This is an optimization exercise on Yosys and OpenROAD, whose aim is small area, a short achievable clock period and few clock cycles, not a production implementation.
Function was checked by simulation only, so behaviour that the tests miss may differ from the original.
Power and IR drop assume default switching activity.

Setup of run A:
## core
module core #(                              
	parameter ADDR_W = 32,
	parameter INST_W = 32,
	parameter DATA_W = 32
)(
	input                   i_clk,
	input                   i_rst_n,
	output     [ ADDR_W-1 : 0 ] o_i_addr,
	input      [ INST_W-1 : 0 ] i_i_inst,
	output reg                  o_d_wen,
	output     [ ADDR_W-1 : 0 ] o_d_addr,
	output     [ DATA_W-1 : 0 ] o_d_wdata,
	input      [ DATA_W-1 : 0 ] i_d_rdata,
	output reg [    1 : 0 ] o_status,
	output reg              o_status_valid
);
Size: roughly 3800 cells after synthesis, about 1400 flip-flops, about 170 I/O pins, ~65000 µm² of cells after synthesis.
==> flow/config.mk <==
export PLATFORM = sky130hd
export DESIGN_NAME = core
export DESIGN_NICKNAME = core
export VERILOG_FILES = /design/flow/design.v
export SDC_FILE = /design/flow/constraint.sdc
export NUM_CORES = 4
export LEC_CHECK = 0
export ABC_CLOCK_PERIOD_IN_PS = 4000
export CAP_MARGIN = 20
export CORE_MARGIN = 2
export CORE_UTILIZATION = 40
export CTS_CLUSTER_DIAMETER = 80
export CTS_CLUSTER_SIZE = 20
export SLEW_MARGIN = 20
export SYNTH_HIERARCHICAL = 1
==> flow/constraint.sdc <==
create_clock -name core_clock -period 12.0 [get_ports {i_clk}]
set_input_delay 2.4000 -clock core_clock [delete_from_list [all_inputs] [get_ports {i_clk}]]
set_output_delay 2.4000 -clock core_clock [all_outputs]
set_load 0.01 [all_outputs]
standard.sh (not shown) runs the stock make flow with config.mk's settings and CLKGATE_MAP_FILE= SYNTH_SCRIPT=/design/flow/synth_recipe.tcl, a recipe that flattens the netlist after the stock synthesis.
==> flow/flow/run.sh <==
#!/bin/bash
# Standard ORFS layout (the standard.sh) with:
#  - repair_timing asked to leave extra setup slack, so the design runs well
#    below the clock period;
#  - port buffers of a small fast cell (buf_2) rather than the default pick.
# Clock tree sink clusters are set in config.mk.
# make's own output goes to flow_make.log; ORFS keeps each step's log under orfs/logs.
set -euo pipefail
bash standard.sh SETUP_SLACK_MARGIN=8.1 \
  "BUFFER_PORTS_ARGS=-buffer_cell sky130_fd_sc_hd__buf_2" \
  finish > flow_make.log 2>&1
Testbench counts of run A, summed over its fixed seeds: cycles 39,787.
The inputs of run B differ from those of run A as listed below.
-- flow/design.v --
<<< run A, line 96
wire hz_t  = d_use_rt & ((x_hit_t & x_lw) | ml_t);
wire stall = hz_s | hz_t;
wire [9:0]  tgt_lo;
wire        tgt_co;
core_add10 u_tgt (.a(d_pc4[9:0]), .b(imm[9:0]), .s(tgt_lo), .co(tgt_co));
wire [16:0] tgt    = {tgt_co | d_pc4[10] | (imm[15:10] != 6'd0), 6'd0, tgt_lo};
wire        same   = (rs == rt);
wire        guess  = d_br & (d_beq ? same : ~same);
>>> run B, line 96
wire hz_t  = d_use_rt & ((x_hit_t & x_lw) | ml_t);
wire stall = hz_s | hz_t;
wire [16:0] tgt    = {6'd0, d_pc4} + {1'b0, imm};
wire        same   = (rs == rt);
wire        guess  = d_br & (d_beq ? same : ~same);
<<< run A, line 206
	x_tgt   <= tgt[9:0];
	x_pc4   <= d_pc4[9:0];
	x_oor_t <= tgt[16];
	x_oor_n <= d_pc4[10];
	x_sm_a  <= x_hit_s;
>>> run B, line 203
	x_tgt   <= tgt[9:0];
	x_pc4   <= d_pc4[9:0];
	x_oor_t <= (tgt[16:10] != 7'd0);
	x_oor_n <= d_pc4[10];
	x_sm_a  <= x_hit_s;
<<< run A, line 263
assign pc = taken ? t : n;
endmodule
module core_add10 (
	input  [9:0] a,
	input  [9:0] b,
	output [9:0] s,
	output       co
);
wire [9:0] g0 = a & b;
wire [9:0] p0 = a ^ b;
wire [9:0] g1, p1, g2, p2, g3, p3, g4;
genvar i;
generate
	for (i = 0; i < 10; i = i + 1) begin : ks
		if (i >= 1) begin : l1
			assign g1[i] = g0[i] | (p0[i] & g0[i-1]);
			assign p1[i] = p0[i] & p0[i-1];
		end else begin : l1n
			assign g1[i] = g0[i];
			assign p1[i] = p0[i];
		end
		if (i >= 2) begin : l2
			assign g2[i] = g1[i] | (p1[i] & g1[i-2]);
			assign p2[i] = p1[i] & p1[i-2];
		end else begin : l2n
			assign g2[i] = g1[i];
			assign p2[i] = p1[i];
		end
		if (i >= 4) begin : l3
			assign g3[i] = g2[i] | (p2[i] & g2[i-4]);
			assign p3[i] = p2[i] & p2[i-4];
		end else begin : l3n
			assign g3[i] = g2[i];
			assign p3[i] = p2[i];
		end
		if (i >= 8) begin : l4
			assign g4[i] = g3[i] | (p3[i] & g3[i-8]);
		end else begin : l4n
			assign g4[i] = g3[i];
		end
	end
endgenerate
assign s  = p0 ^ {g4[8:0], 1'b0};
assign co = g4[9];
endmodule
>>> run B, line 260
assign pc = taken ? t : n;
endmodule
==> notes.md <==
Between run B and run A, the synthesized instance count does not differ in any meaningful way. In run B relative to run A, highest clock frequency the design can meet had gone up slightly. Re pin count of the biggest net entering global routing: run B is 3 up on run A. Critical path depth on run B is up relative to run A. The final reports for run B and run A show wire length of the first global-routing pass higher in the former. Global-route usage ended up 0.58 points higher on run B than on run A. Going from run A to run B, number of inserted diodes shrinks by 1. Run B ended with more via-per-instance ratio than run A.
Testbench counts of run B, summed over its fixed seeds: cycles 39,787.

---

orange:
core, a different RTL version from the one above (not shown whole).
Size: roughly 4,000 cells after synthesis, roughly 0.066 sq mm of cells after synthesis.
Settings: LEC_CHECK=0, ABC_CLOCK_PERIOD_IN_PS=4000, CAP_MARGIN=20, CORE_MARGIN=2, CORE_UTILIZATION=40, CTS_CLUSTER_DIAMETER=80, CTS_CLUSTER_SIZE=20, SLEW_MARGIN=20, SYNTH_HIERARCHICAL=1; clock period 12.0 ns.
==> flow/flow/run.sh <==
#!/bin/bash
# Standard ORFS layout (the standard.sh) with:
#  - repair_timing asked to leave extra setup slack, so the design runs well
#    below the clock period;
#  - port buffers of a small fast cell (buf_2) rather than the default pick.
# Clock tree sink clusters are set in config.mk.
# make's own output goes to flow_make.log; ORFS keeps each step's log under orfs/logs.
set -euo pipefail
bash standard.sh SETUP_SLACK_MARGIN=8.3 \
  "BUFFER_PORTS_ARGS=-buffer_cell sky130_fd_sc_hd__buf_2" \
  finish > flow_make.log 2>&1
Testbench counts of orange, summed over its fixed seeds: cycles 39,776.
Here is what was changed in the inputs of green compared with orange.
diff --git a/flow/design.v b/flow/design.v
--- a/flow/design.v
+++ b/flow/design.v
@@ -9,19 +9,18 @@
 	input      [ INST_W-1 : 0 ] i_i_inst,
 	output reg                  o_d_wen,
 	output     [ ADDR_W-1 : 0 ] o_d_addr,
 	output     [ DATA_W-1 : 0 ] o_d_wdata,
 	input      [ DATA_W-1 : 0 ] i_d_rdata,
 	output reg [    1 : 0 ] o_status,
 	output reg              o_status_valid
 );
 reg  [9:0]  pc_f;           
-reg  [9:0]  pc_on;          
 reg  [9:0]  pc_d;           
 reg  [10:0] d_pc4;          
 reg         d_valid;
 reg  [9:0]  nxt_r;          
 reg         stopped;        
 reg         x_valid;
 reg         x_ok_t, x_ok_n;  
 reg         p_br, p_taken;   
 reg  [31:0] x_a, x_b;
@@ -41,19 +40,19 @@
 reg         m_sgn, m_addu, m_subu, m_aerr, m_a31, m_b31, m_c32;
 reg  [5:0]  d_addr;
 reg  [31:0] w_res;
 reg  [4:0]  w_rd;
 reg         w_wen, w_lw;
 reg  [31:0] b_res;
 reg         pend2;
 reg  [31:0] rf [0:31];
 reg  [31:0]   rfv;
-assign o_i_addr  = {22'd0, ~pc_on};
+assign o_i_addr  = {22'd0, pc_f};
 assign o_d_addr  = {24'd0, d_addr, 2'b00};
 assign o_d_wdata = m_res;
 wire x_live = x_valid & ~stopped & (p_br ? (p_taken ? x_ok_t : x_ok_n) : x_ok_n);
 wire m_err  = m_sgn & (m_a31 == m_b31) & (m_res[31] != m_a31)
             | m_addu & m_c32
             | m_subu & ~m_c32
             | m_aerr;
 wire m_stop = m_valid & (m_err | m_eof | m_oor);
 wire m_wen  = m_valid & m_wr;
@@ -124,56 +123,53 @@
 core_brcmp u_brcmp (.a(xa), .b(xb), .beq(x_beq), .taken(taken));
 wire       x_oor  = x_br & (taken ? x_oor_t : x_oor_n);
 wire       xb_live = x_live & x_br;
 wire       dq_tgt  = (pc_d == x_tgt);
 wire       dq_pc4  = (pc_d == x_pc4);
 wire       dq_nxr  = (pc_d == nxt_r);
 wire       dr_n    = d_valid & (x_live ? dq_pc4 : dq_nxr);
 wire       dr_t    = d_valid & (x_live ? (x_br ? dq_tgt : dq_pc4) : dq_nxr);
 wire [9:0] pc_f4   = pc_f + 10'd4;
-wire [9:0] d_fdiff = pc_f - d_pc4[9:0];
-wire       fq_tgt  = (imm[9:0] == d_fdiff);
+wire       fq_tgt  = (imm[9:0] == 10'd0);
 wire       fq_pc4  = (pc_f == d_pc4[9:0]);
 wire       fq_pcd  = (pc_f == pc_d);
 wire       fq_xtgt = (pc_f == x_tgt);
 wire       fq_xpc4 = (pc_f == x_pc4);
 wire       fq_nxr  = (pc_f == nxt_r);
 wire [9:0] nf_a    = guess ? (fq_tgt ? pc_f4 : tgt[9:0]) : (fq_pc4 ? pc_f4 : d_pc4[9:0]);
 wire [9:0] nf_b    = fq_pcd ? pc_f4 : pc_d;
 wire [9:0] nf_d    = stall ? nf_b : nf_a;
 wire [9:0] nf_cn   = ~x_live ? (fq_nxr ? pc_f4 : nxt_r) : (fq_xpc4 ? pc_f4 : x_pc4);
 wire [9:0] nf_ct   = ~x_live ? (fq_nxr ? pc_f4 : nxt_r)
                    : x_br ? (fq_xtgt ? pc_f4 : x_tgt) : (fq_xpc4 ? pc_f4 : x_pc4);
 wire [9:0] nf_n    = dr_n ? nf_d : nf_cn;
 wire [9:0] nf_t    = dr_t ? nf_d : nf_ct;
-wire [9:0] nf, nf_c;
-core_pcsel u_pcsel (.taken(taken), .t(nf_t), .n(nf_n), .pc(nf), .pc_c(nf_c));
+wire [9:0] nf;
+core_pcsel u_pcsel (.taken(taken), .t(nf_t), .n(nf_n), .pc(nf));
 wire [9:0] nxt     = ~x_live ? nxt_r : (x_br & taken) ? x_tgt : x_pc4;
 always @(posedge i_clk or negedge i_rst_n) begin
 	if (!i_rst_n) begin
 		pc_f    <= 10'd0;
-		pc_on   <= 10'h3ff;
 		pc_d    <= 10'd0;
 		d_pc4   <= 11'd4;
 		d_valid <= 1'b0;
 		nxt_r   <= 10'd0;
 		stopped <= 1'b0;
 		x_valid <= 1'b0;
 		p_br    <= 1'b0;
 		m_valid <= 1'b0;
 		w_wen   <= 1'b0;
 		o_d_wen <= 1'b0;
 		o_status_valid <= 1'b0;
 		pend2   <= 1'b0;
 	end else begin
 		stopped <= stopped | m_stop;
 		pc_f    <= nf;
-		pc_on   <= nf_c;
 		pc_d    <= pc_f;
 		d_pc4   <= {1'b0, pc_f} + 11'd4;
 		d_valid <= 1'b1;
 		nxt_r   <= nxt;
 		x_valid <= d_valid & ~stall;
 		p_br    <= xb_live;
 		m_valid <= x_live & ~m_stop;
 		w_wen   <= m_wen & ~m_err;
 		o_d_wen <= x_live & x_sw & ~x_aerr & ~m_stop;
@@ -253,15 +249,13 @@
 	output        taken
 );
 wire eq = (a == b);
 assign taken = beq ? eq : ~eq;
 endmodule
 module core_pcsel (
 	input        taken,
 	input  [9:0] t,
 	input  [9:0] n,
-	output [9:0] pc,
-	output [9:0] pc_c
+	output [9:0] pc
 );
-assign pc   = taken ? t : n;
-assign pc_c = taken ? ~t : ~n;
+assign pc = taken ? t : n;
 endmodule
==> comparison <==
- | number of antenna repair diodes | green vs orange | 2 lower |
- In the reports for orange and green, the smaller share of the cycle needed by the critical path after routing belongs to green.
- Number of signal-net buffers in the layout ended up about 4% higher on green than on orange.
- Comparing green with orange, the core utilization came out essentially unchanged.
- In green, synthesized cell count is lower than in orange.
- Global-route usage in green is 0.28 points above orange.
- orange -> green: count of state elements after synthesis decreased slightly
- The required time of the critical path of orange and that of green are within noise of each other.
- Setup WNS orange -> green: better
- As of green, die area had fallen slightly compared to orange.
- The flow did not stop early for green: all stages ran, and the layout cleared the timing, DRC and antenna checks.
- green ended with more portion of total power attributed to the clock network than orange.
- Quantity of gates resized following cts came out lower on green than on orange.
Testbench counts of green, summed over its fixed seeds: cycles 39,787.

-- static timing again, ports no longer ideal --
Ports are ideal in the flow. The routed layouts listed here were re-timed in OpenROAD. Step 1 sets driving cells, clkbuf_16 on the clock port and buf_2 on the other inputs (assumed; they add their load-dependent delay and slew). Step 2 also shifts input and output timing later by t, the mid clock arrival at the registers, as if the neighbouring blocks saw the same clock. a / b / c = ideal ports / drivers / drivers and shift; a / b = the first two.
run | t, ns | setup WS [ns] | hold WS [ns] | worst register clock-pin slew, ns | pins driven straight from the clock port
run A | 0.790 | 7.839 / 7.867 / 7.078 | 0.334 / 0.334 / 0.334 | 0.09 / 0.09 | 1
run B | 0.789 | 7.892 / 7.834 / 7.044 | 0.328 / 0.328 / 0.328 | 0.09 / 0.09 | 1
orange | 0.798 | 7.669 / 7.561 / 6.763 | 0.331 / 0.331 / 0.331 | 0.09 / 0.09 | 1
green | 0.785 | 7.883 / 7.801 / 7.016 | 0.333 / 0.333 / 0.333 | 0.10 / 0.10 | 1
After both steps every run listed still meets setup and hold. The setup slack of orange, which loses most, moves by -0.108 ns with the drivers and by -0.906 ns with both steps.
